Source: an optimization exercise on an open RTL-to-GDS flow (aim: small area). Production flows keep margins and buffers that such runs may drop. The RTL was checked by simulation tests, not by an equivalence proof against the original design.

==> flow/design.v, too long to show whole: its modules and the start of the top module <==
// module Posit_mult_N32_ES6_PIPE6: 75 lines
// module pack_ctl: 8 lines
// module inc31: 16 lines
// module posit_dec: 302 lines
// module lzc32: 9 lines
// module lzc16: 11 lines
// module lzc8: 8 lines
// module mul24: 986 lines
// module pack: 205 lines
// module fa_cell: 6 lines
// module ha_cell: 6 lines
// module sel_cell: 5 lines
// module xor_cell: 5 lines
// module xnor_cell: 5 lines
// module or_cell: 5 lines
// module muxi_cell: 5 lines
// module cpa48: 253 lines
module Posit_mult_N32_ES6_PIPE6(clk, in1, in2, start, out, inf, zero, done);
  // ...
==> flow/flow/run.sh <==
#!/bin/bash
# The standard layout (the standard.sh: ORFS synthesis through finish),
# with the port buffers that global placement inserts made from the smallest
# buffer cell instead of the resizer's default choice.
set -euo pipefail
export BUFFER_PORTS_ARGS="-buffer_cell sky130_fd_sc_hd__buf_1"
bash standard.sh > standard.log 2>&1
==> flow/standard.sh <==
#!/bin/bash
# synth_recipe.tcl (not shown) runs the flow's synth.tcl, then flattens the netlist and writes it again
# the make line also repeats each setting of config.mk as NAME=value (left out here)
make -C /OpenROAD-flow-scripts/flow DESIGN_CONFIG=/design/flow/config.mk WORK_HOME=/design/flow/orfs CLKGATE_MAP_FILE= SYNTH_SCRIPT=/design/flow/synth_recipe.tcl "${@:-finish}"
==> flow/config.mk <==
export PLATFORM = sky130hd
export DESIGN_NAME = Posit_mult_N32_ES6_PIPE6
export DESIGN_NICKNAME = Posit_mult_N32_ES6_PIPE6
export VERILOG_FILES = /design/flow/design.v
export SDC_FILE = /design/flow/constraint.sdc
export NUM_CORES = 4
export LEC_CHECK = 0
export CAP_MARGIN = 20
export CORE_MARGIN = 2
export CORE_UTILIZATION = 40
export CTS_BUF_LIST = sky130_fd_sc_hd__clkbuf_8
export SLEW_MARGIN = 20
export SYNTH_HIERARCHICAL = 1
export SYNTH_MINIMUM_KEEP_SIZE = 0
==> flow/constraint.sdc <==
create_clock -name core_clock -period 9.0 [get_ports {clk}]
set_input_delay 1.8000 -clock core_clock [delete_from_list [all_inputs] [get_ports {clk}]]
set_output_delay 1.8000 -clock core_clock [all_outputs]
set_load 0.01 [all_outputs]
==> summary.txt, run 1 <==
slowest CP cell=or4_4; Routed Wire Length=72840 um; top cell category=multi-input gates; WL/cell=20.61 um; crit-path max cell delay=0.57 ns; Worst Path Buf+Inv=5; Final period util=90.23%; hold depth=0; critical path data required time=9.36 ns; fraction of area in multi-input gates=80.84%; H-tree depth reported by CTS=3; # fillers=6281; outcome=finished clean; Setup CP Type=primary input to flop; pre-CTS setup slack=0.4750 ns; die area=0.06645 mm2; worst setup path startpoint=in1[14]; sequential cell area share=8.223%; ANT nets after route=0; layout cell share with drive strength beyond 1=8.619%; CP endpoint kind=flop; antenna cell count=0; Signal buffers=191; via count=20302; HPWL Detailed=57840 um; crit path max fanout=16; Final GP Congestion=0.9451; Crit path max-delay family=simple AND/OR/NAND/NOR gates; met3 usage=2.945%; placed cells=3519; total grt overflow=0; Clock Latency Late Sink=0.41 ns; Tap Cells=855; Syn Inst Count=2719
==> module posit_dec, before the edit <==
module posit_dec(in, nz, sgn, rc, k, fn);
input  [31:0] in;
output nz, sgn, rc;
output [4:0] k;        
output [28:0] fn;      
assign sgn = in[31];
wire [30:0] po;
wire po1 = in[1] | in[0];
wire po2 = in[3] | in[2];
wire po3 = in[5] | in[4];
wire po4 = in[7] | in[6];
wire po5 = in[9] | in[8];
wire po6 = in[11] | in[10];
wire po7 = in[13] | in[12];
wire po8 = in[15] | in[14];
wire po9 = in[17] | in[16];
wire po10 = in[19] | in[18];
wire po11 = in[21] | in[20];
wire po12 = in[23] | in[22];
wire po13 = in[25] | in[24];
wire po14 = in[27] | in[26];
wire po15 = in[29] | in[28];
wire po16 = po2 | po1;
wire po17 = po4 | po3;
wire po18 = po6 | po5;
wire po19 = po8 | po7;
wire po20 = po10 | po9;
wire po21 = po12 | po11;
wire po22 = po14 | po13;
wire po23 = po17 | po16;
wire po24 = po19 | po18;
wire po25 = po21 | po20;
wire po26 = po24 | po23;
assign po[0] = in[0];
assign po[1] = po1;
wire po27 = in[2] | po1;
assign po[2] = po27;
assign po[3] = po16;
wire po28 = in[4] | po16;
assign po[4] = po28;
wire po29 = po3 | po16;
assign po[5] = po29;
wire po30 = in[6] | po29;
assign po[6] = po30;
assign po[7] = po23;
wire po31 = in[8] | po23;
assign po[8] = po31;
wire po32 = po5 | po23;
assign po[9] = po32;
wire po33 = in[10] | po32;
assign po[10] = po33;
wire po34 = po18 | po23;
assign po[11] = po34;
wire po35 = in[12] | po34;
assign po[12] = po35;
wire po36 = po7 | po34;
assign po[13] = po36;
wire po37 = in[14] | po36;
assign po[14] = po37;
assign po[15] = po26;
wire po38 = in[16] | po26;
assign po[16] = po38;
wire po39 = po9 | po26;
assign po[17] = po39;
wire po40 = in[18] | po39;
assign po[18] = po40;
wire po41 = po20 | po26;
assign po[19] = po41;
wire po42 = in[20] | po41;
assign po[20] = po42;
wire po43 = po11 | po41;
assign po[21] = po43;
wire po44 = in[22] | po43;
assign po[22] = po44;
wire po45 = po25 | po26;
assign po[23] = po45;
wire po46 = in[24] | po45;
assign po[24] = po46;
wire po47 = po13 | po45;
assign po[25] = po47;
wire po48 = in[26] | po47;
assign po[26] = po48;
wire po49 = po22 | po45;
assign po[27] = po49;
wire po50 = in[28] | po49;
assign po[28] = po50;
wire po51 = po15 | po49;
assign po[29] = po51;
wire po52 = in[30] | po51;
assign po[30] = po52;
assign nz = po[30];
wire [30:0] xin;
assign xin[0] = in[0];
assign xin[1] = in[1] ^ (sgn & po[0]);
assign xin[2] = in[2] ^ (sgn & po[1]);
assign xin[3] = in[3] ^ (sgn & po[2]);
assign xin[4] = in[4] ^ (sgn & po[3]);
assign xin[5] = in[5] ^ (sgn & po[4]);
assign xin[6] = in[6] ^ (sgn & po[5]);
assign xin[7] = in[7] ^ (sgn & po[6]);
assign xin[8] = in[8] ^ (sgn & po[7]);
assign xin[9] = in[9] ^ (sgn & po[8]);
assign xin[10] = in[10] ^ (sgn & po[9]);
assign xin[11] = in[11] ^ (sgn & po[10]);
assign xin[12] = in[12] ^ (sgn & po[11]);
assign xin[13] = in[13] ^ (sgn & po[12]);
assign xin[14] = in[14] ^ (sgn & po[13]);
assign xin[15] = in[15] ^ (sgn & po[14]);
assign xin[16] = in[16] ^ (sgn & po[15]);
assign xin[17] = in[17] ^ (sgn & po[16]);
assign xin[18] = in[18] ^ (sgn & po[17]);
assign xin[19] = in[19] ^ (sgn & po[18]);
assign xin[20] = in[20] ^ (sgn & po[19]);
assign xin[21] = in[21] ^ (sgn & po[20]);
assign xin[22] = in[22] ^ (sgn & po[21]);
assign xin[23] = in[23] ^ (sgn & po[22]);
assign xin[24] = in[24] ^ (sgn & po[23]);
assign xin[25] = in[25] ^ (sgn & po[24]);
assign xin[26] = in[26] ^ (sgn & po[25]);
assign xin[27] = in[27] ^ (sgn & po[26]);
assign xin[28] = in[28] ^ (sgn & po[27]);
assign xin[29] = in[29] ^ (sgn & po[28]);
assign xin[30] = in[30] ^ (sgn & po[29]);
assign rc = xin[30];
wire [29:0] xr = xin[29:0] ^ {30{rc}};
wire [31:0] lz = {xr, 2'b11};
lzc32 u_lzc (.in(lz), .k(k));
wire zf53 = k[4] | ~xin[0];
wire zf54 = k[4] | ~xin[1];
wire zf55 = k[4] | ~xin[2];
wire zf56 = k[4] | ~xin[3];
wire zf57 = k[4] | ~xin[4];
wire zf58 = k[4] | ~xin[5];
wire zf59 = k[4] | ~xin[6];
wire zf60 = k[4] | ~xin[7];
wire zf61 = k[4] | ~xin[8];
wire zf62 = k[4] | ~xin[9];
wire zf63 = k[4] | ~xin[10];
wire zf64 = k[4] | ~xin[11];
wire zf65 = k[4] | ~xin[12];
wire zf66 = k[4] | ~xin[13];
wire zf67 = k[4] | ~xin[14];
wire zf68 = k[4] | ~xin[15];
wire mx69; muxi_cell u_mx69 (.a0(xin[16]), .a1(xin[0]), .s(k[4]), .y(mx69));
wire mx70; muxi_cell u_mx70 (.a0(xin[17]), .a1(xin[1]), .s(k[4]), .y(mx70));
wire mx71; muxi_cell u_mx71 (.a0(xin[18]), .a1(xin[2]), .s(k[4]), .y(mx71));
wire mx72; muxi_cell u_mx72 (.a0(xin[19]), .a1(xin[3]), .s(k[4]), .y(mx72));
wire mx73; muxi_cell u_mx73 (.a0(xin[20]), .a1(xin[4]), .s(k[4]), .y(mx73));
wire mx74; muxi_cell u_mx74 (.a0(xin[21]), .a1(xin[5]), .s(k[4]), .y(mx74));
wire mx75; muxi_cell u_mx75 (.a0(xin[22]), .a1(xin[6]), .s(k[4]), .y(mx75));
wire mx76; muxi_cell u_mx76 (.a0(xin[23]), .a1(xin[7]), .s(k[4]), .y(mx76));
wire mx77; muxi_cell u_mx77 (.a0(xin[24]), .a1(xin[8]), .s(k[4]), .y(mx77));
wire mx78; muxi_cell u_mx78 (.a0(xin[25]), .a1(xin[9]), .s(k[4]), .y(mx78));
wire mx79; muxi_cell u_mx79 (.a0(xin[26]), .a1(xin[10]), .s(k[4]), .y(mx79));
wire mx80; muxi_cell u_mx80 (.a0(xin[27]), .a1(xin[11]), .s(k[4]), .y(mx80));
wire mx81; muxi_cell u_mx81 (.a0(xin[28]), .a1(xin[12]), .s(k[4]), .y(mx81));
wire zf82 = ~(k[3] | zf53);
wire zf83 = ~(k[3] | zf54);
wire zf84 = ~(k[3] | zf55);
wire zf85 = ~(k[3] | zf56);
wire zf86 = ~(k[3] | zf57);
wire zf87 = ~(k[3] | zf58);
wire zf88 = ~(k[3] | zf59);
wire zf89 = ~(k[3] | zf60);
wire mx90; muxi_cell u_mx90 (.a0(zf61), .a1(zf53), .s(k[3]), .y(mx90));
wire mx91; muxi_cell u_mx91 (.a0(zf62), .a1(zf54), .s(k[3]), .y(mx91));
wire mx92; muxi_cell u_mx92 (.a0(zf63), .a1(zf55), .s(k[3]), .y(mx92));
wire mx93; muxi_cell u_mx93 (.a0(zf64), .a1(zf56), .s(k[3]), .y(mx93));
wire mx94; muxi_cell u_mx94 (.a0(zf65), .a1(zf57), .s(k[3]), .y(mx94));
wire mx95; muxi_cell u_mx95 (.a0(zf66), .a1(zf58), .s(k[3]), .y(mx95));
wire mx96; muxi_cell u_mx96 (.a0(zf67), .a1(zf59), .s(k[3]), .y(mx96));
wire mx97; muxi_cell u_mx97 (.a0(zf68), .a1(zf60), .s(k[3]), .y(mx97));
wire mx98; muxi_cell u_mx98 (.a0(mx69), .a1(zf61), .s(k[3]), .y(mx98));
wire mx99; muxi_cell u_mx99 (.a0(mx70), .a1(zf62), .s(k[3]), .y(mx99));
wire mx100; muxi_cell u_mx100 (.a0(mx71), .a1(zf63), .s(k[3]), .y(mx100));
wire mx101; muxi_cell u_mx101 (.a0(mx72), .a1(zf64), .s(k[3]), .y(mx101));
wire mx102; muxi_cell u_mx102 (.a0(mx73), .a1(zf65), .s(k[3]), .y(mx102));
wire mx103; muxi_cell u_mx103 (.a0(mx74), .a1(zf66), .s(k[3]), .y(mx103));
wire mx104; muxi_cell u_mx104 (.a0(mx75), .a1(zf67), .s(k[3]), .y(mx104));
wire mx105; muxi_cell u_mx105 (.a0(mx76), .a1(zf68), .s(k[3]), .y(mx105));
wire mx106; muxi_cell u_mx106 (.a0(mx77), .a1(mx69), .s(k[3]), .y(mx106));
wire mx107; muxi_cell u_mx107 (.a0(mx78), .a1(mx70), .s(k[3]), .y(mx107));
wire mx108; muxi_cell u_mx108 (.a0(mx79), .a1(mx71), .s(k[3]), .y(mx108));
wire mx109; muxi_cell u_mx109 (.a0(mx80), .a1(mx72), .s(k[3]), .y(mx109));
wire mx110; muxi_cell u_mx110 (.a0(mx81), .a1(mx73), .s(k[3]), .y(mx110));
wire zf111 = k[2] | ~zf82;
wire zf112 = k[2] | ~zf83;
wire zf113 = k[2] | ~zf84;
wire zf114 = k[2] | ~zf85;
wire mx115; muxi_cell u_mx115 (.a0(zf86), .a1(zf82), .s(k[2]), .y(mx115));
wire mx116; muxi_cell u_mx116 (.a0(zf87), .a1(zf83), .s(k[2]), .y(mx116));
wire mx117; muxi_cell u_mx117 (.a0(zf88), .a1(zf84), .s(k[2]), .y(mx117));
wire mx118; muxi_cell u_mx118 (.a0(zf89), .a1(zf85), .s(k[2]), .y(mx118));
wire mx119; muxi_cell u_mx119 (.a0(mx90), .a1(zf86), .s(k[2]), .y(mx119));
wire mx120; muxi_cell u_mx120 (.a0(mx91), .a1(zf87), .s(k[2]), .y(mx120));
wire mx121; muxi_cell u_mx121 (.a0(mx92), .a1(zf88), .s(k[2]), .y(mx121));
wire mx122; muxi_cell u_mx122 (.a0(mx93), .a1(zf89), .s(k[2]), .y(mx122));
wire mx123; muxi_cell u_mx123 (.a0(mx94), .a1(mx90), .s(k[2]), .y(mx123));
wire mx124; muxi_cell u_mx124 (.a0(mx95), .a1(mx91), .s(k[2]), .y(mx124));
wire mx125; muxi_cell u_mx125 (.a0(mx96), .a1(mx92), .s(k[2]), .y(mx125));
wire mx126; muxi_cell u_mx126 (.a0(mx97), .a1(mx93), .s(k[2]), .y(mx126));
wire mx127; muxi_cell u_mx127 (.a0(mx98), .a1(mx94), .s(k[2]), .y(mx127));
wire mx128; muxi_cell u_mx128 (.a0(mx99), .a1(mx95), .s(k[2]), .y(mx128));
wire mx129; muxi_cell u_mx129 (.a0(mx100), .a1(mx96), .s(k[2]), .y(mx129));
wire mx130; muxi_cell u_mx130 (.a0(mx101), .a1(mx97), .s(k[2]), .y(mx130));
wire mx131; muxi_cell u_mx131 (.a0(mx102), .a1(mx98), .s(k[2]), .y(mx131));
wire mx132; muxi_cell u_mx132 (.a0(mx103), .a1(mx99), .s(k[2]), .y(mx132));
wire mx133; muxi_cell u_mx133 (.a0(mx104), .a1(mx100), .s(k[2]), .y(mx133));
wire mx134; muxi_cell u_mx134 (.a0(mx105), .a1(mx101), .s(k[2]), .y(mx134));
wire mx135; muxi_cell u_mx135 (.a0(mx106), .a1(mx102), .s(k[2]), .y(mx135));
wire mx136; muxi_cell u_mx136 (.a0(mx107), .a1(mx103), .s(k[2]), .y(mx136));
wire mx137; muxi_cell u_mx137 (.a0(mx108), .a1(mx104), .s(k[2]), .y(mx137));
wire mx138; muxi_cell u_mx138 (.a0(mx109), .a1(mx105), .s(k[2]), .y(mx138));
wire mx139; muxi_cell u_mx139 (.a0(mx110), .a1(mx106), .s(k[2]), .y(mx139));
wire zf140 = ~(k[1] | zf111);
wire zf141 = ~(k[1] | zf112);
wire mx142; muxi_cell u_mx142 (.a0(zf113), .a1(zf111), .s(k[1]), .y(mx142));
wire mx143; muxi_cell u_mx143 (.a0(zf114), .a1(zf112), .s(k[1]), .y(mx143));
wire mx144; muxi_cell u_mx144 (.a0(mx115), .a1(zf113), .s(k[1]), .y(mx144));
wire mx145; muxi_cell u_mx145 (.a0(mx116), .a1(zf114), .s(k[1]), .y(mx145));
wire mx146; muxi_cell u_mx146 (.a0(mx117), .a1(mx115), .s(k[1]), .y(mx146));
wire mx147; muxi_cell u_mx147 (.a0(mx118), .a1(mx116), .s(k[1]), .y(mx147));
wire mx148; muxi_cell u_mx148 (.a0(mx119), .a1(mx117), .s(k[1]), .y(mx148));
wire mx149; muxi_cell u_mx149 (.a0(mx120), .a1(mx118), .s(k[1]), .y(mx149));
wire mx150; muxi_cell u_mx150 (.a0(mx121), .a1(mx119), .s(k[1]), .y(mx150));
wire mx151; muxi_cell u_mx151 (.a0(mx122), .a1(mx120), .s(k[1]), .y(mx151));
wire mx152; muxi_cell u_mx152 (.a0(mx123), .a1(mx121), .s(k[1]), .y(mx152));
wire mx153; muxi_cell u_mx153 (.a0(mx124), .a1(mx122), .s(k[1]), .y(mx153));
wire mx154; muxi_cell u_mx154 (.a0(mx125), .a1(mx123), .s(k[1]), .y(mx154));
wire mx155; muxi_cell u_mx155 (.a0(mx126), .a1(mx124), .s(k[1]), .y(mx155));
wire mx156; muxi_cell u_mx156 (.a0(mx127), .a1(mx125), .s(k[1]), .y(mx156));
wire mx157; muxi_cell u_mx157 (.a0(mx128), .a1(mx126), .s(k[1]), .y(mx157));
wire mx158; muxi_cell u_mx158 (.a0(mx129), .a1(mx127), .s(k[1]), .y(mx158));
wire mx159; muxi_cell u_mx159 (.a0(mx130), .a1(mx128), .s(k[1]), .y(mx159));
wire mx160; muxi_cell u_mx160 (.a0(mx131), .a1(mx129), .s(k[1]), .y(mx160));
wire mx161; muxi_cell u_mx161 (.a0(mx132), .a1(mx130), .s(k[1]), .y(mx161));
wire mx162; muxi_cell u_mx162 (.a0(mx133), .a1(mx131), .s(k[1]), .y(mx162));
wire mx163; muxi_cell u_mx163 (.a0(mx134), .a1(mx132), .s(k[1]), .y(mx163));
wire mx164; muxi_cell u_mx164 (.a0(mx135), .a1(mx133), .s(k[1]), .y(mx164));
wire mx165; muxi_cell u_mx165 (.a0(mx136), .a1(mx134), .s(k[1]), .y(mx165));
wire mx166; muxi_cell u_mx166 (.a0(mx137), .a1(mx135), .s(k[1]), .y(mx166));
wire mx167; muxi_cell u_mx167 (.a0(mx138), .a1(mx136), .s(k[1]), .y(mx167));
wire mx168; muxi_cell u_mx168 (.a0(mx139), .a1(mx137), .s(k[1]), .y(mx168));
wire zf169 = k[0] | ~zf140;
wire mx170; muxi_cell u_mx170 (.a0(zf141), .a1(zf140), .s(k[0]), .y(mx170));
wire mx171; muxi_cell u_mx171 (.a0(mx142), .a1(zf141), .s(k[0]), .y(mx171));
wire mx172; muxi_cell u_mx172 (.a0(mx143), .a1(mx142), .s(k[0]), .y(mx172));
wire mx173; muxi_cell u_mx173 (.a0(mx144), .a1(mx143), .s(k[0]), .y(mx173));
wire mx174; muxi_cell u_mx174 (.a0(mx145), .a1(mx144), .s(k[0]), .y(mx174));
wire mx175; muxi_cell u_mx175 (.a0(mx146), .a1(mx145), .s(k[0]), .y(mx175));
wire mx176; muxi_cell u_mx176 (.a0(mx147), .a1(mx146), .s(k[0]), .y(mx176));
wire mx177; muxi_cell u_mx177 (.a0(mx148), .a1(mx147), .s(k[0]), .y(mx177));
wire mx178; muxi_cell u_mx178 (.a0(mx149), .a1(mx148), .s(k[0]), .y(mx178));
wire mx179; muxi_cell u_mx179 (.a0(mx150), .a1(mx149), .s(k[0]), .y(mx179));
wire mx180; muxi_cell u_mx180 (.a0(mx151), .a1(mx150), .s(k[0]), .y(mx180));
wire mx181; muxi_cell u_mx181 (.a0(mx152), .a1(mx151), .s(k[0]), .y(mx181));
wire mx182; muxi_cell u_mx182 (.a0(mx153), .a1(mx152), .s(k[0]), .y(mx182));
wire mx183; muxi_cell u_mx183 (.a0(mx154), .a1(mx153), .s(k[0]), .y(mx183));
wire mx184; muxi_cell u_mx184 (.a0(mx155), .a1(mx154), .s(k[0]), .y(mx184));
wire mx185; muxi_cell u_mx185 (.a0(mx156), .a1(mx155), .s(k[0]), .y(mx185));
wire mx186; muxi_cell u_mx186 (.a0(mx157), .a1(mx156), .s(k[0]), .y(mx186));
wire mx187; muxi_cell u_mx187 (.a0(mx158), .a1(mx157), .s(k[0]), .y(mx187));
wire mx188; muxi_cell u_mx188 (.a0(mx159), .a1(mx158), .s(k[0]), .y(mx188));
wire mx189; muxi_cell u_mx189 (.a0(mx160), .a1(mx159), .s(k[0]), .y(mx189));
wire mx190; muxi_cell u_mx190 (.a0(mx161), .a1(mx160), .s(k[0]), .y(mx190));
wire mx191; muxi_cell u_mx191 (.a0(mx162), .a1(mx161), .s(k[0]), .y(mx191));
wire mx192; muxi_cell u_mx192 (.a0(mx163), .a1(mx162), .s(k[0]), .y(mx192));
wire mx193; muxi_cell u_mx193 (.a0(mx164), .a1(mx163), .s(k[0]), .y(mx193));
wire mx194; muxi_cell u_mx194 (.a0(mx165), .a1(mx164), .s(k[0]), .y(mx194));
wire mx195; muxi_cell u_mx195 (.a0(mx166), .a1(mx165), .s(k[0]), .y(mx195));
wire mx196; muxi_cell u_mx196 (.a0(mx167), .a1(mx166), .s(k[0]), .y(mx196));
wire mx197; muxi_cell u_mx197 (.a0(mx168), .a1(mx167), .s(k[0]), .y(mx197));
assign fn[0] = zf169;
assign fn[1] = mx170;
assign fn[2] = mx171;
assign fn[3] = mx172;
assign fn[4] = mx173;
assign fn[5] = mx174;
assign fn[6] = mx175;
assign fn[7] = mx176;
assign fn[8] = mx177;
assign fn[9] = mx178;
assign fn[10] = mx179;
assign fn[11] = mx180;
assign fn[12] = mx181;
assign fn[13] = mx182;
assign fn[14] = mx183;
assign fn[15] = mx184;
assign fn[16] = mx185;
assign fn[17] = mx186;
assign fn[18] = mx187;
assign fn[19] = mx188;
assign fn[20] = mx189;
assign fn[21] = mx190;
assign fn[22] = mx191;
assign fn[23] = mx192;
assign fn[24] = mx193;
assign fn[25] = mx194;
assign fn[26] = mx195;
assign fn[27] = mx196;
assign fn[28] = mx197;
endmodule
==> run 2: changes to the inputs <==
--- a/flow/design.v
+++ b/flow/design.v
@@ -223,210 +223,269 @@
 assign xin[30] = in[30] ^ (sgn & po[29]);
 assign rc = xin[30];
 wire [29:0] xr = xin[29:0] ^ {30{rc}};
-wire [31:0] lz = {xr, 2'b11};
-lzc32 u_lzc (.in(lz), .k(k));
-wire zf53 = k[4] | ~xin[0];
-wire zf54 = k[4] | ~xin[1];
-wire zf55 = k[4] | ~xin[2];
-wire zf56 = k[4] | ~xin[3];
-wire zf57 = k[4] | ~xin[4];
-wire zf58 = k[4] | ~xin[5];
-wire zf59 = k[4] | ~xin[6];
-wire zf60 = k[4] | ~xin[7];
-wire zf61 = k[4] | ~xin[8];
-wire zf62 = k[4] | ~xin[9];
-wire zf63 = k[4] | ~xin[10];
-wire zf64 = k[4] | ~xin[11];
-wire zf65 = k[4] | ~xin[12];
-wire zf66 = k[4] | ~xin[13];
-wire zf67 = k[4] | ~xin[14];
-wire zf68 = k[4] | ~xin[15];
-wire mx69; muxi_cell u_mx69 (.a0(xin[16]), .a1(xin[0]), .s(k[4]), .y(mx69));
-wire mx70; muxi_cell u_mx70 (.a0(xin[17]), .a1(xin[1]), .s(k[4]), .y(mx70));
-wire mx71; muxi_cell u_mx71 (.a0(xin[18]), .a1(xin[2]), .s(k[4]), .y(mx71));
-wire mx72; muxi_cell u_mx72 (.a0(xin[19]), .a1(xin[3]), .s(k[4]), .y(mx72));
-wire mx73; muxi_cell u_mx73 (.a0(xin[20]), .a1(xin[4]), .s(k[4]), .y(mx73));
-wire mx74; muxi_cell u_mx74 (.a0(xin[21]), .a1(xin[5]), .s(k[4]), .y(mx74));
-wire mx75; muxi_cell u_mx75 (.a0(xin[22]), .a1(xin[6]), .s(k[4]), .y(mx75));
-wire mx76; muxi_cell u_mx76 (.a0(xin[23]), .a1(xin[7]), .s(k[4]), .y(mx76));
-wire mx77; muxi_cell u_mx77 (.a0(xin[24]), .a1(xin[8]), .s(k[4]), .y(mx77));
-wire mx78; muxi_cell u_mx78 (.a0(xin[25]), .a1(xin[9]), .s(k[4]), .y(mx78));
-wire mx79; muxi_cell u_mx79 (.a0(xin[26]), .a1(xin[10]), .s(k[4]), .y(mx79));
-wire mx80; muxi_cell u_mx80 (.a0(xin[27]), .a1(xin[11]), .s(k[4]), .y(mx80));
-wire mx81; muxi_cell u_mx81 (.a0(xin[28]), .a1(xin[12]), .s(k[4]), .y(mx81));
-wire zf82 = ~(k[3] | zf53);
-wire zf83 = ~(k[3] | zf54);
-wire zf84 = ~(k[3] | zf55);
-wire zf85 = ~(k[3] | zf56);
-wire zf86 = ~(k[3] | zf57);
-wire zf87 = ~(k[3] | zf58);
-wire zf88 = ~(k[3] | zf59);
-wire zf89 = ~(k[3] | zf60);
-wire mx90; muxi_cell u_mx90 (.a0(zf61), .a1(zf53), .s(k[3]), .y(mx90));
-wire mx91; muxi_cell u_mx91 (.a0(zf62), .a1(zf54), .s(k[3]), .y(mx91));
-wire mx92; muxi_cell u_mx92 (.a0(zf63), .a1(zf55), .s(k[3]), .y(mx92));
-wire mx93; muxi_cell u_mx93 (.a0(zf64), .a1(zf56), .s(k[3]), .y(mx93));
-wire mx94; muxi_cell u_mx94 (.a0(zf65), .a1(zf57), .s(k[3]), .y(mx94));
-wire mx95; muxi_cell u_mx95 (.a0(zf66), .a1(zf58), .s(k[3]), .y(mx95));
-wire mx96; muxi_cell u_mx96 (.a0(zf67), .a1(zf59), .s(k[3]), .y(mx96));
-wire mx97; muxi_cell u_mx97 (.a0(zf68), .a1(zf60), .s(k[3]), .y(mx97));
-wire mx98; muxi_cell u_mx98 (.a0(mx69), .a1(zf61), .s(k[3]), .y(mx98));
-wire mx99; muxi_cell u_mx99 (.a0(mx70), .a1(zf62), .s(k[3]), .y(mx99));
-wire mx100; muxi_cell u_mx100 (.a0(mx71), .a1(zf63), .s(k[3]), .y(mx100));
-wire mx101; muxi_cell u_mx101 (.a0(mx72), .a1(zf64), .s(k[3]), .y(mx101));
-wire mx102; muxi_cell u_mx102 (.a0(mx73), .a1(zf65), .s(k[3]), .y(mx102));
-wire mx103; muxi_cell u_mx103 (.a0(mx74), .a1(zf66), .s(k[3]), .y(mx103));
-wire mx104; muxi_cell u_mx104 (.a0(mx75), .a1(zf67), .s(k[3]), .y(mx104));
-wire mx105; muxi_cell u_mx105 (.a0(mx76), .a1(zf68), .s(k[3]), .y(mx105));
-wire mx106; muxi_cell u_mx106 (.a0(mx77), .a1(mx69), .s(k[3]), .y(mx106));
-wire mx107; muxi_cell u_mx107 (.a0(mx78), .a1(mx70), .s(k[3]), .y(mx107));
-wire mx108; muxi_cell u_mx108 (.a0(mx79), .a1(mx71), .s(k[3]), .y(mx108));
-wire mx109; muxi_cell u_mx109 (.a0(mx80), .a1(mx72), .s(k[3]), .y(mx109));
-wire mx110; muxi_cell u_mx110 (.a0(mx81), .a1(mx73), .s(k[3]), .y(mx110));
-wire zf111 = k[2] | ~zf82;
-wire zf112 = k[2] | ~zf83;
-wire zf113 = k[2] | ~zf84;
-wire zf114 = k[2] | ~zf85;
-wire mx115; muxi_cell u_mx115 (.a0(zf86), .a1(zf82), .s(k[2]), .y(mx115));
-wire mx116; muxi_cell u_mx116 (.a0(zf87), .a1(zf83), .s(k[2]), .y(mx116));
-wire mx117; muxi_cell u_mx117 (.a0(zf88), .a1(zf84), .s(k[2]), .y(mx117));
-wire mx118; muxi_cell u_mx118 (.a0(zf89), .a1(zf85), .s(k[2]), .y(mx118));
-wire mx119; muxi_cell u_mx119 (.a0(mx90), .a1(zf86), .s(k[2]), .y(mx119));
-wire mx120; muxi_cell u_mx120 (.a0(mx91), .a1(zf87), .s(k[2]), .y(mx120));
-wire mx121; muxi_cell u_mx121 (.a0(mx92), .a1(zf88), .s(k[2]), .y(mx121));
-wire mx122; muxi_cell u_mx122 (.a0(mx93), .a1(zf89), .s(k[2]), .y(mx122));
-wire mx123; muxi_cell u_mx123 (.a0(mx94), .a1(mx90), .s(k[2]), .y(mx123));
-wire mx124; muxi_cell u_mx124 (.a0(mx95), .a1(mx91), .s(k[2]), .y(mx124));
-wire mx125; muxi_cell u_mx125 (.a0(mx96), .a1(mx92), .s(k[2]), .y(mx125));
-wire mx126; muxi_cell u_mx126 (.a0(mx97), .a1(mx93), .s(k[2]), .y(mx126));
-wire mx127; muxi_cell u_mx127 (.a0(mx98), .a1(mx94), .s(k[2]), .y(mx127));
-wire mx128; muxi_cell u_mx128 (.a0(mx99), .a1(mx95), .s(k[2]), .y(mx128));
-wire mx129; muxi_cell u_mx129 (.a0(mx100), .a1(mx96), .s(k[2]), .y(mx129));
-wire mx130; muxi_cell u_mx130 (.a0(mx101), .a1(mx97), .s(k[2]), .y(mx130));
-wire mx131; muxi_cell u_mx131 (.a0(mx102), .a1(mx98), .s(k[2]), .y(mx131));
-wire mx132; muxi_cell u_mx132 (.a0(mx103), .a1(mx99), .s(k[2]), .y(mx132));
-wire mx133; muxi_cell u_mx133 (.a0(mx104), .a1(mx100), .s(k[2]), .y(mx133));
-wire mx134; muxi_cell u_mx134 (.a0(mx105), .a1(mx101), .s(k[2]), .y(mx134));
-wire mx135; muxi_cell u_mx135 (.a0(mx106), .a1(mx102), .s(k[2]), .y(mx135));
-wire mx136; muxi_cell u_mx136 (.a0(mx107), .a1(mx103), .s(k[2]), .y(mx136));
-wire mx137; muxi_cell u_mx137 (.a0(mx108), .a1(mx104), .s(k[2]), .y(mx137));
-wire mx138; muxi_cell u_mx138 (.a0(mx109), .a1(mx105), .s(k[2]), .y(mx138));
-wire mx139; muxi_cell u_mx139 (.a0(mx110), .a1(mx106), .s(k[2]), .y(mx139));
-wire zf140 = ~(k[1] | zf111);
-wire zf141 = ~(k[1] | zf112);
-wire mx142; muxi_cell u_mx142 (.a0(zf113), .a1(zf111), .s(k[1]), .y(mx142));
-wire mx143; muxi_cell u_mx143 (.a0(zf114), .a1(zf112), .s(k[1]), .y(mx143));
-wire mx144; muxi_cell u_mx144 (.a0(mx115), .a1(zf113), .s(k[1]), .y(mx144));
-wire mx145; muxi_cell u_mx145 (.a0(mx116), .a1(zf114), .s(k[1]), .y(mx145));
-wire mx146; muxi_cell u_mx146 (.a0(mx117), .a1(mx115), .s(k[1]), .y(mx146));
-wire mx147; muxi_cell u_mx147 (.a0(mx118), .a1(mx116), .s(k[1]), .y(mx147));
-wire mx148; muxi_cell u_mx148 (.a0(mx119), .a1(mx117), .s(k[1]), .y(mx148));
-wire mx149; muxi_cell u_mx149 (.a0(mx120), .a1(mx118), .s(k[1]), .y(mx149));
-wire mx150; muxi_cell u_mx150 (.a0(mx121), .a1(mx119), .s(k[1]), .y(mx150));
-wire mx151; muxi_cell u_mx151 (.a0(mx122), .a1(mx120), .s(k[1]), .y(mx151));
-wire mx152; muxi_cell u_mx152 (.a0(mx123), .a1(mx121), .s(k[1]), .y(mx152));
-wire mx153; muxi_cell u_mx153 (.a0(mx124), .a1(mx122), .s(k[1]), .y(mx153));
-wire mx154; muxi_cell u_mx154 (.a0(mx125), .a1(mx123), .s(k[1]), .y(mx154));
-wire mx155; muxi_cell u_mx155 (.a0(mx126), .a1(mx124), .s(k[1]), .y(mx155));
-wire mx156; muxi_cell u_mx156 (.a0(mx127), .a1(mx125), .s(k[1]), .y(mx156));
-wire mx157; muxi_cell u_mx157 (.a0(mx128), .a1(mx126), .s(k[1]), .y(mx157));
-wire mx158; muxi_cell u_mx158 (.a0(mx129), .a1(mx127), .s(k[1]), .y(mx158));
-wire mx159; muxi_cell u_mx159 (.a0(mx130), .a1(mx128), .s(k[1]), .y(mx159));
-wire mx160; muxi_cell u_mx160 (.a0(mx131), .a1(mx129), .s(k[1]), .y(mx160));
-wire mx161; muxi_cell u_mx161 (.a0(mx132), .a1(mx130), .s(k[1]), .y(mx161));
-wire mx162; muxi_cell u_mx162 (.a0(mx133), .a1(mx131), .s(k[1]), .y(mx162));
-wire mx163; muxi_cell u_mx163 (.a0(mx134), .a1(mx132), .s(k[1]), .y(mx163));
-wire mx164; muxi_cell u_mx164 (.a0(mx135), .a1(mx133), .s(k[1]), .y(mx164));
-wire mx165; muxi_cell u_mx165 (.a0(mx136), .a1(mx134), .s(k[1]), .y(mx165));
-wire mx166; muxi_cell u_mx166 (.a0(mx137), .a1(mx135), .s(k[1]), .y(mx166));
-wire mx167; muxi_cell u_mx167 (.a0(mx138), .a1(mx136), .s(k[1]), .y(mx167));
-wire mx168; muxi_cell u_mx168 (.a0(mx139), .a1(mx137), .s(k[1]), .y(mx168));
-wire zf169 = k[0] | ~zf140;
-wire mx170; muxi_cell u_mx170 (.a0(zf141), .a1(zf140), .s(k[0]), .y(mx170));
-wire mx171; muxi_cell u_mx171 (.a0(mx142), .a1(zf141), .s(k[0]), .y(mx171));
-wire mx172; muxi_cell u_mx172 (.a0(mx143), .a1(mx142), .s(k[0]), .y(mx172));
-wire mx173; muxi_cell u_mx173 (.a0(mx144), .a1(mx143), .s(k[0]), .y(mx173));
-wire mx174; muxi_cell u_mx174 (.a0(mx145), .a1(mx144), .s(k[0]), .y(mx174));
-wire mx175; muxi_cell u_mx175 (.a0(mx146), .a1(mx145), .s(k[0]), .y(mx175));
-wire mx176; muxi_cell u_mx176 (.a0(mx147), .a1(mx146), .s(k[0]), .y(mx176));
-wire mx177; muxi_cell u_mx177 (.a0(mx148), .a1(mx147), .s(k[0]), .y(mx177));
-wire mx178; muxi_cell u_mx178 (.a0(mx149), .a1(mx148), .s(k[0]), .y(mx178));
-wire mx179; muxi_cell u_mx179 (.a0(mx150), .a1(mx149), .s(k[0]), .y(mx179));
-wire mx180; muxi_cell u_mx180 (.a0(mx151), .a1(mx150), .s(k[0]), .y(mx180));
-wire mx181; muxi_cell u_mx181 (.a0(mx152), .a1(mx151), .s(k[0]), .y(mx181));
-wire mx182; muxi_cell u_mx182 (.a0(mx153), .a1(mx152), .s(k[0]), .y(mx182));
-wire mx183; muxi_cell u_mx183 (.a0(mx154), .a1(mx153), .s(k[0]), .y(mx183));
-wire mx184; muxi_cell u_mx184 (.a0(mx155), .a1(mx154), .s(k[0]), .y(mx184));
-wire mx185; muxi_cell u_mx185 (.a0(mx156), .a1(mx155), .s(k[0]), .y(mx185));
-wire mx186; muxi_cell u_mx186 (.a0(mx157), .a1(mx156), .s(k[0]), .y(mx186));
-wire mx187; muxi_cell u_mx187 (.a0(mx158), .a1(mx157), .s(k[0]), .y(mx187));
-wire mx188; muxi_cell u_mx188 (.a0(mx159), .a1(mx158), .s(k[0]), .y(mx188));
-wire mx189; muxi_cell u_mx189 (.a0(mx160), .a1(mx159), .s(k[0]), .y(mx189));
-wire mx190; muxi_cell u_mx190 (.a0(mx161), .a1(mx160), .s(k[0]), .y(mx190));
-wire mx191; muxi_cell u_mx191 (.a0(mx162), .a1(mx161), .s(k[0]), .y(mx191));
-wire mx192; muxi_cell u_mx192 (.a0(mx163), .a1(mx162), .s(k[0]), .y(mx192));
-wire mx193; muxi_cell u_mx193 (.a0(mx164), .a1(mx163), .s(k[0]), .y(mx193));
-wire mx194; muxi_cell u_mx194 (.a0(mx165), .a1(mx164), .s(k[0]), .y(mx194));
-wire mx195; muxi_cell u_mx195 (.a0(mx166), .a1(mx165), .s(k[0]), .y(mx195));
-wire mx196; muxi_cell u_mx196 (.a0(mx167), .a1(mx166), .s(k[0]), .y(mx196));
-wire mx197; muxi_cell u_mx197 (.a0(mx168), .a1(mx167), .s(k[0]), .y(mx197));
-assign fn[0] = zf169;
-assign fn[1] = mx170;
-assign fn[2] = mx171;
-assign fn[3] = mx172;
-assign fn[4] = mx173;
-assign fn[5] = mx174;
-assign fn[6] = mx175;
-assign fn[7] = mx176;
-assign fn[8] = mx177;
-assign fn[9] = mx178;
-assign fn[10] = mx179;
-assign fn[11] = mx180;
-assign fn[12] = mx181;
-assign fn[13] = mx182;
-assign fn[14] = mx183;
-assign fn[15] = mx184;
-assign fn[16] = mx185;
-assign fn[17] = mx186;
-assign fn[18] = mx187;
-assign fn[19] = mx188;
-assign fn[20] = mx189;
-assign fn[21] = mx190;
-assign fn[22] = mx191;
-assign fn[23] = mx192;
-assign fn[24] = mx193;
-assign fn[25] = mx194;
-assign fn[26] = mx195;
-assign fn[27] = mx196;
-assign fn[28] = mx197;
-endmodule
-module lzc32(in, k);
-input [31:0] in;
-output [4:0] k;
-wire [3:0] kl, kh;
-wire vl, vh;
-lzc16 u_h (.in(in[31:16]), .k(kh), .v(vh));
-lzc16 u_l (.in(in[15:0]),  .k(kl), .v(vl));
-assign k = vh ? {1'b0, kh} : {1'b1, kl};
-endmodule
-module lzc16(in, k, v);
-input [15:0] in;
-output [3:0] k;
-output v;
-wire [2:0] kl, kh;
-wire vl, vh;
-lzc8 u_h (.in(in[15:8]), .k(kh), .v(vh));
-lzc8 u_l (.in(in[7:0]),  .k(kl), .v(vl));
-assign k = vh ? {1'b0, kh} : {1'b1, kl};
-assign v = vh | vl;
-endmodule
-module lzc8(in, k, v);
-input [7:0] in;
-output [2:0] k;
-output v;
-assign v = |in;
-assign k = in[7] ? 3'd0 : in[6] ? 3'd1 : in[5] ? 3'd2 : in[4] ? 3'd3 :
-           in[3] ? 3'd4 : in[2] ? 3'd5 : in[1] ? 3'd6 : 3'd7;
+wire lv53 = xr[29] | xr[28];
+wire lk54 = ~xr[29];
+wire lv55 = xr[27] | xr[26];
+wire lk56 = ~xr[27];
+wire lv57 = lv53 | lv55;
+wire lk58 = ~lv53;
+wire lk59 = lv53 ? lk54 : lk56;
+wire lv60 = xr[25] | xr[24];
+wire lk61 = ~xr[25];
+wire lv62 = xr[23] | xr[22];
+wire lk63 = ~xr[23];
+wire lv64 = lv60 | lv62;
+wire lk65 = ~lv60;
+wire lk66 = lv60 ? lk61 : lk63;
+wire lv67 = lv57 | lv64;
+wire lk68 = ~lv57;
+wire lk69 = lv57 ? lk58 : lk65;
+wire lk70 = lv57 ? lk59 : lk66;
+wire lv71 = xr[21] | xr[20];
+wire lk72 = ~xr[21];
+wire lv73 = xr[19] | xr[18];
+wire lk74 = ~xr[19];
+wire lv75 = lv71 | lv73;
+wire lk76 = ~lv71;
+wire lk77 = lv71 ? lk72 : lk74;
+wire lv78 = xr[17] | xr[16];
+wire lk79 = ~xr[17];
+wire lv80 = xr[15] | xr[14];
+wire lk81 = ~xr[15];
+wire lv82 = lv78 | lv80;
+wire lk83 = ~lv78;
+wire lk84 = lv78 ? lk79 : lk81;
+wire lv85 = lv75 | lv82;
+wire lk86 = ~lv75;
+wire lk87 = lv75 ? lk76 : lk83;
+wire lk88 = lv75 ? lk77 : lk84;
+wire lv89 = lv67 | lv85;
+wire lk90 = ~lv67;
+wire lk91 = lv67 ? lk68 : lk86;
+wire lk92 = lv67 ? lk69 : lk87;
+wire lk93 = lv67 ? lk70 : lk88;
+wire lv94 = xr[13] | xr[12];
+wire lk95 = ~xr[13];
+wire lv96 = xr[11] | xr[10];
+wire lk97 = ~xr[11];
+wire lv98 = lv94 | lv96;
+wire lk99 = ~lv94;
+wire lk100 = lv94 ? lk95 : lk97;
+wire lv101 = xr[9] | xr[8];
+wire lk102 = ~xr[9];
+wire lv103 = xr[7] | xr[6];
+wire lk104 = ~xr[7];
+wire lv105 = lv101 | lv103;
+wire lk106 = ~lv101;
+wire lk107 = lv101 ? lk102 : lk104;
+wire lv108 = lv98 | lv105;
+wire lk109 = ~lv98;
+wire lk110 = lv98 ? lk99 : lk106;
+wire lk111 = lv98 ? lk100 : lk107;
+wire lv112 = xr[5] | xr[4];
+wire lk113 = ~xr[5];
+wire lv114 = xr[3] | xr[2];
+wire lk115 = ~xr[3];
+wire lv116 = lv112 | lv114;
+wire lk117 = ~lv112;
+wire lk118 = lv112 ? lk113 : lk115;
+wire lv119 = xr[1] | xr[0];
+wire lk120 = ~xr[1];
+wire lv121 = 1'b1 | 1'b1;
+wire lk122 = ~1'b1;
+wire lv123 = lv119 | lv121;
+wire lk124 = ~lv119;
+wire lk125 = lv119 ? lk120 : lk122;
+wire lv126 = lv116 | lv123;
+wire lk127 = ~lv116;
+wire lk128 = lv116 ? lk117 : lk124;
+wire lk129 = lv116 ? lk118 : lk125;
+wire lv130 = lv108 | lv126;
+wire lk131 = ~lv108;
+wire lk132 = lv108 ? lk109 : lk127;
+wire lk133 = lv108 ? lk110 : lk128;
+wire lk134 = lv108 ? lk111 : lk129;
+wire lv135 = lv89 | lv130;
+wire lk136 = ~lv89;
+wire lk137 = lv89 ? lk90 : lk131;
+wire lk138 = lv89 ? lk91 : lk132;
+wire lk139 = lv89 ? lk92 : lk133;
+wire lk140 = lv89 ? lk93 : lk134;
+assign k = {lk136, lk137, lk138, lk139, lk140};
+wire zf141 = k[4] | ~xin[0];
+wire zf142 = k[4] | ~xin[1];
+wire zf143 = k[4] | ~xin[2];
+wire zf144 = k[4] | ~xin[3];
+wire zf145 = k[4] | ~xin[4];
+wire zf146 = k[4] | ~xin[5];
+wire zf147 = k[4] | ~xin[6];
+wire zf148 = k[4] | ~xin[7];
+wire zf149 = k[4] | ~xin[8];
+wire zf150 = k[4] | ~xin[9];
+wire zf151 = k[4] | ~xin[10];
+wire zf152 = k[4] | ~xin[11];
+wire zf153 = k[4] | ~xin[12];
+wire zf154 = k[4] | ~xin[13];
+wire zf155 = k[4] | ~xin[14];
+wire zf156 = k[4] | ~xin[15];
+wire mx157; muxi_cell u_mx157 (.a0(xin[16]), .a1(xin[0]), .s(k[4]), .y(mx157));
+wire mx158; muxi_cell u_mx158 (.a0(xin[17]), .a1(xin[1]), .s(k[4]), .y(mx158));
+wire mx159; muxi_cell u_mx159 (.a0(xin[18]), .a1(xin[2]), .s(k[4]), .y(mx159));
+wire mx160; muxi_cell u_mx160 (.a0(xin[19]), .a1(xin[3]), .s(k[4]), .y(mx160));
+wire mx161; muxi_cell u_mx161 (.a0(xin[20]), .a1(xin[4]), .s(k[4]), .y(mx161));
+wire mx162; muxi_cell u_mx162 (.a0(xin[21]), .a1(xin[5]), .s(k[4]), .y(mx162));
+wire mx163; muxi_cell u_mx163 (.a0(xin[22]), .a1(xin[6]), .s(k[4]), .y(mx163));
+wire mx164; muxi_cell u_mx164 (.a0(xin[23]), .a1(xin[7]), .s(k[4]), .y(mx164));
+wire mx165; muxi_cell u_mx165 (.a0(xin[24]), .a1(xin[8]), .s(k[4]), .y(mx165));
+wire mx166; muxi_cell u_mx166 (.a0(xin[25]), .a1(xin[9]), .s(k[4]), .y(mx166));
+wire mx167; muxi_cell u_mx167 (.a0(xin[26]), .a1(xin[10]), .s(k[4]), .y(mx167));
+wire mx168; muxi_cell u_mx168 (.a0(xin[27]), .a1(xin[11]), .s(k[4]), .y(mx168));
+wire mx169; muxi_cell u_mx169 (.a0(xin[28]), .a1(xin[12]), .s(k[4]), .y(mx169));
+wire zf170 = ~(k[3] | zf141);
+wire zf171 = ~(k[3] | zf142);
+wire zf172 = ~(k[3] | zf143);
+wire zf173 = ~(k[3] | zf144);
+wire zf174 = ~(k[3] | zf145);
+wire zf175 = ~(k[3] | zf146);
+wire zf176 = ~(k[3] | zf147);
+wire zf177 = ~(k[3] | zf148);
+wire mx178; muxi_cell u_mx178 (.a0(zf149), .a1(zf141), .s(k[3]), .y(mx178));
+wire mx179; muxi_cell u_mx179 (.a0(zf150), .a1(zf142), .s(k[3]), .y(mx179));
+wire mx180; muxi_cell u_mx180 (.a0(zf151), .a1(zf143), .s(k[3]), .y(mx180));
+wire mx181; muxi_cell u_mx181 (.a0(zf152), .a1(zf144), .s(k[3]), .y(mx181));
+wire mx182; muxi_cell u_mx182 (.a0(zf153), .a1(zf145), .s(k[3]), .y(mx182));
+wire mx183; muxi_cell u_mx183 (.a0(zf154), .a1(zf146), .s(k[3]), .y(mx183));
+wire mx184; muxi_cell u_mx184 (.a0(zf155), .a1(zf147), .s(k[3]), .y(mx184));
+wire mx185; muxi_cell u_mx185 (.a0(zf156), .a1(zf148), .s(k[3]), .y(mx185));
+wire mx186; muxi_cell u_mx186 (.a0(mx157), .a1(zf149), .s(k[3]), .y(mx186));
+wire mx187; muxi_cell u_mx187 (.a0(mx158), .a1(zf150), .s(k[3]), .y(mx187));
+wire mx188; muxi_cell u_mx188 (.a0(mx159), .a1(zf151), .s(k[3]), .y(mx188));
+wire mx189; muxi_cell u_mx189 (.a0(mx160), .a1(zf152), .s(k[3]), .y(mx189));
+wire mx190; muxi_cell u_mx190 (.a0(mx161), .a1(zf153), .s(k[3]), .y(mx190));
+wire mx191; muxi_cell u_mx191 (.a0(mx162), .a1(zf154), .s(k[3]), .y(mx191));
+wire mx192; muxi_cell u_mx192 (.a0(mx163), .a1(zf155), .s(k[3]), .y(mx192));
+wire mx193; muxi_cell u_mx193 (.a0(mx164), .a1(zf156), .s(k[3]), .y(mx193));
+wire mx194; muxi_cell u_mx194 (.a0(mx165), .a1(mx157), .s(k[3]), .y(mx194));
+wire mx195; muxi_cell u_mx195 (.a0(mx166), .a1(mx158), .s(k[3]), .y(mx195));
+wire mx196; muxi_cell u_mx196 (.a0(mx167), .a1(mx159), .s(k[3]), .y(mx196));
+wire mx197; muxi_cell u_mx197 (.a0(mx168), .a1(mx160), .s(k[3]), .y(mx197));
+wire mx198; muxi_cell u_mx198 (.a0(mx169), .a1(mx161), .s(k[3]), .y(mx198));
+wire zf199 = k[2] | ~zf170;
+wire zf200 = k[2] | ~zf171;
+wire zf201 = k[2] | ~zf172;
+wire zf202 = k[2] | ~zf173;
+wire mx203; muxi_cell u_mx203 (.a0(zf174), .a1(zf170), .s(k[2]), .y(mx203));
+wire mx204; muxi_cell u_mx204 (.a0(zf175), .a1(zf171), .s(k[2]), .y(mx204));
+wire mx205; muxi_cell u_mx205 (.a0(zf176), .a1(zf172), .s(k[2]), .y(mx205));
+wire mx206; muxi_cell u_mx206 (.a0(zf177), .a1(zf173), .s(k[2]), .y(mx206));
+wire mx207; muxi_cell u_mx207 (.a0(mx178), .a1(zf174), .s(k[2]), .y(mx207));
+wire mx208; muxi_cell u_mx208 (.a0(mx179), .a1(zf175), .s(k[2]), .y(mx208));
+wire mx209; muxi_cell u_mx209 (.a0(mx180), .a1(zf176), .s(k[2]), .y(mx209));
+wire mx210; muxi_cell u_mx210 (.a0(mx181), .a1(zf177), .s(k[2]), .y(mx210));
+wire mx211; muxi_cell u_mx211 (.a0(mx182), .a1(mx178), .s(k[2]), .y(mx211));
+wire mx212; muxi_cell u_mx212 (.a0(mx183), .a1(mx179), .s(k[2]), .y(mx212));
+wire mx213; muxi_cell u_mx213 (.a0(mx184), .a1(mx180), .s(k[2]), .y(mx213));
+wire mx214; muxi_cell u_mx214 (.a0(mx185), .a1(mx181), .s(k[2]), .y(mx214));
+wire mx215; muxi_cell u_mx215 (.a0(mx186), .a1(mx182), .s(k[2]), .y(mx215));
+wire mx216; muxi_cell u_mx216 (.a0(mx187), .a1(mx183), .s(k[2]), .y(mx216));
+wire mx217; muxi_cell u_mx217 (.a0(mx188), .a1(mx184), .s(k[2]), .y(mx217));
+wire mx218; muxi_cell u_mx218 (.a0(mx189), .a1(mx185), .s(k[2]), .y(mx218));
+wire mx219; muxi_cell u_mx219 (.a0(mx190), .a1(mx186), .s(k[2]), .y(mx219));
+wire mx220; muxi_cell u_mx220 (.a0(mx191), .a1(mx187), .s(k[2]), .y(mx220));
+wire mx221; muxi_cell u_mx221 (.a0(mx192), .a1(mx188), .s(k[2]), .y(mx221));
+wire mx222; muxi_cell u_mx222 (.a0(mx193), .a1(mx189), .s(k[2]), .y(mx222));
+wire mx223; muxi_cell u_mx223 (.a0(mx194), .a1(mx190), .s(k[2]), .y(mx223));
+wire mx224; muxi_cell u_mx224 (.a0(mx195), .a1(mx191), .s(k[2]), .y(mx224));
+wire mx225; muxi_cell u_mx225 (.a0(mx196), .a1(mx192), .s(k[2]), .y(mx225));
+wire mx226; muxi_cell u_mx226 (.a0(mx197), .a1(mx193), .s(k[2]), .y(mx226));
+wire mx227; muxi_cell u_mx227 (.a0(mx198), .a1(mx194), .s(k[2]), .y(mx227));
+wire zf228 = ~(k[1] | zf199);
+wire zf229 = ~(k[1] | zf200);
+wire mx230; muxi_cell u_mx230 (.a0(zf201), .a1(zf199), .s(k[1]), .y(mx230));
+wire mx231; muxi_cell u_mx231 (.a0(zf202), .a1(zf200), .s(k[1]), .y(mx231));
+wire mx232; muxi_cell u_mx232 (.a0(mx203), .a1(zf201), .s(k[1]), .y(mx232));
+wire mx233; muxi_cell u_mx233 (.a0(mx204), .a1(zf202), .s(k[1]), .y(mx233));
+wire mx234; muxi_cell u_mx234 (.a0(mx205), .a1(mx203), .s(k[1]), .y(mx234));
+wire mx235; muxi_cell u_mx235 (.a0(mx206), .a1(mx204), .s(k[1]), .y(mx235));
+wire mx236; muxi_cell u_mx236 (.a0(mx207), .a1(mx205), .s(k[1]), .y(mx236));
+wire mx237; muxi_cell u_mx237 (.a0(mx208), .a1(mx206), .s(k[1]), .y(mx237));
+wire mx238; muxi_cell u_mx238 (.a0(mx209), .a1(mx207), .s(k[1]), .y(mx238));
+wire mx239; muxi_cell u_mx239 (.a0(mx210), .a1(mx208), .s(k[1]), .y(mx239));
+wire mx240; muxi_cell u_mx240 (.a0(mx211), .a1(mx209), .s(k[1]), .y(mx240));
+wire mx241; muxi_cell u_mx241 (.a0(mx212), .a1(mx210), .s(k[1]), .y(mx241));
+wire mx242; muxi_cell u_mx242 (.a0(mx213), .a1(mx211), .s(k[1]), .y(mx242));
+wire mx243; muxi_cell u_mx243 (.a0(mx214), .a1(mx212), .s(k[1]), .y(mx243));
+wire mx244; muxi_cell u_mx244 (.a0(mx215), .a1(mx213), .s(k[1]), .y(mx244));
+wire mx245; muxi_cell u_mx245 (.a0(mx216), .a1(mx214), .s(k[1]), .y(mx245));
+wire mx246; muxi_cell u_mx246 (.a0(mx217), .a1(mx215), .s(k[1]), .y(mx246));
+wire mx247; muxi_cell u_mx247 (.a0(mx218), .a1(mx216), .s(k[1]), .y(mx247));
+wire mx248; muxi_cell u_mx248 (.a0(mx219), .a1(mx217), .s(k[1]), .y(mx248));
+wire mx249; muxi_cell u_mx249 (.a0(mx220), .a1(mx218), .s(k[1]), .y(mx249));
+wire mx250; muxi_cell u_mx250 (.a0(mx221), .a1(mx219), .s(k[1]), .y(mx250));
+wire mx251; muxi_cell u_mx251 (.a0(mx222), .a1(mx220), .s(k[1]), .y(mx251));
+wire mx252; muxi_cell u_mx252 (.a0(mx223), .a1(mx221), .s(k[1]), .y(mx252));
+wire mx253; muxi_cell u_mx253 (.a0(mx224), .a1(mx222), .s(k[1]), .y(mx253));
+wire mx254; muxi_cell u_mx254 (.a0(mx225), .a1(mx223), .s(k[1]), .y(mx254));
+wire mx255; muxi_cell u_mx255 (.a0(mx226), .a1(mx224), .s(k[1]), .y(mx255));
+wire mx256; muxi_cell u_mx256 (.a0(mx227), .a1(mx225), .s(k[1]), .y(mx256));
+wire zf257 = k[0] | ~zf228;
+wire mx258; muxi_cell u_mx258 (.a0(zf229), .a1(zf228), .s(k[0]), .y(mx258));
+wire mx259; muxi_cell u_mx259 (.a0(mx230), .a1(zf229), .s(k[0]), .y(mx259));
+wire mx260; muxi_cell u_mx260 (.a0(mx231), .a1(mx230), .s(k[0]), .y(mx260));
+wire mx261; muxi_cell u_mx261 (.a0(mx232), .a1(mx231), .s(k[0]), .y(mx261));
+wire mx262; muxi_cell u_mx262 (.a0(mx233), .a1(mx232), .s(k[0]), .y(mx262));
+wire mx263; muxi_cell u_mx263 (.a0(mx234), .a1(mx233), .s(k[0]), .y(mx263));
+wire mx264; muxi_cell u_mx264 (.a0(mx235), .a1(mx234), .s(k[0]), .y(mx264));
+wire mx265; muxi_cell u_mx265 (.a0(mx236), .a1(mx235), .s(k[0]), .y(mx265));
+wire mx266; muxi_cell u_mx266 (.a0(mx237), .a1(mx236), .s(k[0]), .y(mx266));
+wire mx267; muxi_cell u_mx267 (.a0(mx238), .a1(mx237), .s(k[0]), .y(mx267));
+wire mx268; muxi_cell u_mx268 (.a0(mx239), .a1(mx238), .s(k[0]), .y(mx268));
+wire mx269; muxi_cell u_mx269 (.a0(mx240), .a1(mx239), .s(k[0]), .y(mx269));
+wire mx270; muxi_cell u_mx270 (.a0(mx241), .a1(mx240), .s(k[0]), .y(mx270));
+wire mx271; muxi_cell u_mx271 (.a0(mx242), .a1(mx241), .s(k[0]), .y(mx271));
+wire mx272; muxi_cell u_mx272 (.a0(mx243), .a1(mx242), .s(k[0]), .y(mx272));
+wire mx273; muxi_cell u_mx273 (.a0(mx244), .a1(mx243), .s(k[0]), .y(mx273));
+wire mx274; muxi_cell u_mx274 (.a0(mx245), .a1(mx244), .s(k[0]), .y(mx274));
+wire mx275; muxi_cell u_mx275 (.a0(mx246), .a1(mx245), .s(k[0]), .y(mx275));
+wire mx276; muxi_cell u_mx276 (.a0(mx247), .a1(mx246), .s(k[0]), .y(mx276));
+wire mx277; muxi_cell u_mx277 (.a0(mx248), .a1(mx247), .s(k[0]), .y(mx277));
+wire mx278; muxi_cell u_mx278 (.a0(mx249), .a1(mx248), .s(k[0]), .y(mx278));
+wire mx279; muxi_cell u_mx279 (.a0(mx250), .a1(mx249), .s(k[0]), .y(mx279));
+wire mx280; muxi_cell u_mx280 (.a0(mx251), .a1(mx250), .s(k[0]), .y(mx280));
+wire mx281; muxi_cell u_mx281 (.a0(mx252), .a1(mx251), .s(k[0]), .y(mx281));
+wire mx282; muxi_cell u_mx282 (.a0(mx253), .a1(mx252), .s(k[0]), .y(mx282));
+wire mx283; muxi_cell u_mx283 (.a0(mx254), .a1(mx253), .s(k[0]), .y(mx283));
+wire mx284; muxi_cell u_mx284 (.a0(mx255), .a1(mx254), .s(k[0]), .y(mx284));
+wire mx285; muxi_cell u_mx285 (.a0(mx256), .a1(mx255), .s(k[0]), .y(mx285));
+assign fn[0] = zf257;
+assign fn[1] = mx258;
+assign fn[2] = mx259;
+assign fn[3] = mx260;
+assign fn[4] = mx261;
+assign fn[5] = mx262;
+assign fn[6] = mx263;
+assign fn[7] = mx264;
+assign fn[8] = mx265;
+assign fn[9] = mx266;
+assign fn[10] = mx267;
+assign fn[11] = mx268;
+assign fn[12] = mx269;
+assign fn[13] = mx270;
+assign fn[14] = mx271;
+assign fn[15] = mx272;
+assign fn[16] = mx273;
+assign fn[17] = mx274;
+assign fn[18] = mx275;
+assign fn[19] = mx276;
+assign fn[20] = mx277;
+assign fn[21] = mx278;
+assign fn[22] = mx279;
+assign fn[23] = mx280;
+assign fn[24] = mx281;
+assign fn[25] = mx282;
+assign fn[26] = mx283;
+assign fn[27] = mx284;
+assign fn[28] = mx285;
 endmodule
 module mul24(an, bn, x, y);
 input [22:0] an, bn;
==> flow/flow/run.sh (replaced) <==
#!/bin/bash
set -euo pipefail
export BUFFER_PORTS_ARGS="-buffer_cell sky130_fd_sc_hd__buf_1"
export REMOVE_ABC_BUFFERS=1
bash standard.sh > standard.log 2>&1
--- a/flow/config.mk
+++ b/flow/config.mk
@@ -9,6 +9,7 @@
 export CORE_MARGIN = 2
 export CORE_UTILIZATION = 40
 export CTS_BUF_LIST = sky130_fd_sc_hd__clkbuf_8
+export GPL_TIMING_DRIVEN = 0
 export SLEW_MARGIN = 20
 export SYNTH_HIERARCHICAL = 1
 export SYNTH_MINIMUM_KEEP_SIZE = 0
==> summary.txt, run 2 <==
final worst slack=0.3317 ns; Clock Path Buffers=2; Post-synth ARST share=0%; CTS tree=built; H-tree depth reported by CTS=3 (unchanged); Setup violations, final=0; drt drc=0; area grow syn2layout=1.587%; Synth Cell Area=0.02720 mm2; num ports=101; height of the die=264.8 um; Routed Wire Length=77680 um (+6.7%); number of cells on the worst reg-to-reg path=21; top cells by instance count after synthesis=445 x mux2i_1, 333 x xor2_1, 257 x fa_1, 257 x o22ai_1, 217 x buf_4; first-pass GRT wire length=120900 um; Yosys cell types=85; Setup CP Type=primary input to flop; most numerous cell in the Yosys netlist=mux2i_1; Initial DRC Count=2004; Clock Latency Late Sink=0.44 ns (+0.03 ns); Pins Over Slew Limit=0; nets=3306; hold depth=0 (unchanged); layout cell share with drive strength beyond 1=7.095% (-1.5 points); DRT Pass-1 Iters=8; total grt overflow=0 (unchanged); critical path data required time=9.34 ns (-0.02 ns); flip-flop count of the largest register after layout=35; Final GP Congestion=0.9003 (-4.7%); initial core utilization=40.43%; largest area contributor in the netlist=fa_1; die area=0.07011 mm2 (+5.5%); Yosys Warn Count=7; core footprint=0.06728 mm2; # rows=95; startpoint type of the worst setup path=primary input; r2r startpoint=fb1n[5]; pre-CTS setup slack=-2.273 ns (-2.748 ns); RR Endpoint=sh2n[4]; Root Driver=clkbuf_8; Final period util=96.31% (+6.1 points); Core Util, Final=41.07%; mean post-synth cell area=9.007 um2; HPWL Detailed=57490 um (-0.60%); post-route cell area=0.02763 mm2; main area contributors after synthesis=fa_1 19%, mux2i_1 16%, xor2_1 11%, dfxtp_1 7.9%, ha_1 6.5%; Largest Register=v2n; via count=22257 (+9.6%); Syn Inst Count=3020 (+11%); largest net degree at the start of global routing=39; worst hold path startpoint=n1; Worst Hold Path EP=n2; Slew @ Worst Pin=1.246 ns; top_reg_cell synth=dfxtp_1; Worst Skew=0.02564 ns; Placed Area=0.02733 mm2; Min-Delay Path Class=flop to flop; outcome=finished clean; port bufs=100; CP endpoint kind=flop; Post-synth EDFFs=0; Avg Vias per Cell=5.981; TritonCTS buffer count=9; RSZ-0062 raised after global routing=no; WL/cell=20.88 um (+1.3%); Die Wd=264.8 um; WHS=0.3348 ns; Yosys reg bits=108; Post-CTS Setup Bufs=0; Worst Path Arrival=9.00 ns; # fillers=6692 (+6.5%); commonest non-fill, non-tap cells in the layout=445 x mux2i_1, 331 x xor2_1, 257 x fa_1; ANT nets after route=0 (unchanged); clk sinks=108; crit path max fanout=21 (+5); GRT Util Overall=21.51%; Final min period=8.668 ns; largest registers=v2n (35), fa1n (23), fb1n (23); CTS clk-pin slew, worst paths=0.12 ns; post-synth top area share=18.91%; max_cap viols=0; Seq/Total Area, Yosys=7.948%; R2R setup slack=0.38 ns; vias in the first global route=21731; number of hold violations in the final report=0; Slew HR=16.82%; initial antenna violation count=2; Hold Buf Count CTS=0; f_max=0.1154 GHz; commonest non-fill, non-tap cell in the layout=mux2i_1
## run 2: metal layers
layer	track usage (%)	vias up	wire, um
met5	0	-	0
met4	7.650	0	2776
met3	4.691	216	6687
met2	35.80	1015	35530
met1	27.43	10641	32690
li1	-	10385	-
## run 2: modules after synthesis (local to each module, per instance), a selection
module,flip-flops and latches,cells
xnor_cell,0,1
sel_cell,0,1
mul24,0,304
inc31,0,17
Posit_mult_N32_ES6_PIPE6,108,289
posit_dec,0,403
xor_cell,0,1
muxi_cell,0,1
fa_cell,0,1
cpa48,0,147
## run 2: kinds of logic after synthesis
group / count (synthesis) / synth area share, %
compound gates: 643 / 16.04
xor+xnor: 436 / 14.04
fa+ha+maj: 398 / 25.40
buf+inv: 436 / 9.370
flops: 108 / 7.948
mux: 447 / 16.46
other cells: 1 / 0.01379
simple gates: 551 / 10.74
## run 2: worst max-delay path by stage
stage	endpoint	slack [ns]	start
floorplan	v2n[0]	-1.36	fb1n[5]
global placement	sh2n[4]	-4.88	fb1n[13]
detailed placement	e1[12]	-2.27	in2[0]
CTS	e1[12]	0.10	in2[17]
global route	e1[12]	0.03	in2[17]
finish	e1[12]	0.33	in2[17]
## run 2: metrics by stage
stage | setup TNS [ns] | instances
finish | 0 | 3721
global route | 0 | 3721
CTS | 0 | 3719
detailed placement | -24.89 | 3703
global placement | -332.48 | 3682
floorplan | -61.53 | 2709
## run 2: final cells by class
cell class | instances | area, um2 | area share, %
multi-input combinational | 2476 | 22780 | 82.43
sequential | 108 | 2185 | 7.906
tap | 873 | 1092 | 3.953
timing repair buffer | 122 | 888.4 | 3.215
inverter | 125 | 501.7 | 1.816
clock buffer | 9 | 123.9 | 0.4483
clock inverter | 7 | 62.56 | 0.2264
antenna | 1 | 2.502 | 0.009056
## run 2: worst max-delay path: stages
cell and delay [ns]:
buf_1 0.28, or4_1 0.77, or4_1 0.67, o21ai_0 0.31
xnor2_2 0.31, bufinv_8 0.35, or4b_4 0.58, a21oi_4 0.35
nand2b_4 0.26, inv_4 0.28, mux2i_1 0.31, mux2i_1 0.15
mux2i_1 0.22, mux2i_1 0.14, mux2i_1 0.16, inv_1 0.06
ha_1 0.21, fa_1 0.42, a21o_1 0.20, a221oi_2 0.37
o31ai_2 0.14, a2111oi_2 0.37, a211o_1 0.27
## run 2: what timing repair did
item / in CTS / in global routing
endpoints found under the hold margin: 0 / 0
gates resized for setup: 16 / 5
endpoints found under the setup margin: 13 / 7

==> static timing again, ports no longer ideal <==
The flow's constraints put no driver on any port. The routed layouts listed below were extracted and timed again, unchanged, in two steps.
Step 1 (the two cells are an assumption about what drives the block):
set clk [get_ports {clk}]
set_driving_cell -lib_cell sky130_fd_sc_hd__clkbuf_16 $clk
set_driving_cell -lib_cell sky130_fd_sc_hd__buf_2 [delete_from_list [all_inputs] $clk]
Step 2 also shifts input and output timing later by t, the mid clock arrival at the registers, as if the neighbouring blocks saw the same clock.
Three values: ideal, step 1, step 2; two values: the first two.
run	t (ns)	setup slack, ns	hold WS [ns]	worst setup path at the end	pins driven straight from the clock port
run 1	0.438	0.879 / 0.902 / 0.465	0.336 / 0.336 / 0.336	input to register	1
run 2	0.480	0.332 / 0.368 / -0.112	0.335 / 0.335 / 0.335	input to register	1
With both steps, setup timing fails in run 2, where it was met with ideal ports. The setup slack of run 2, which loses most, moves by +0.036 ns with the drivers and by -0.444 ns with both steps.
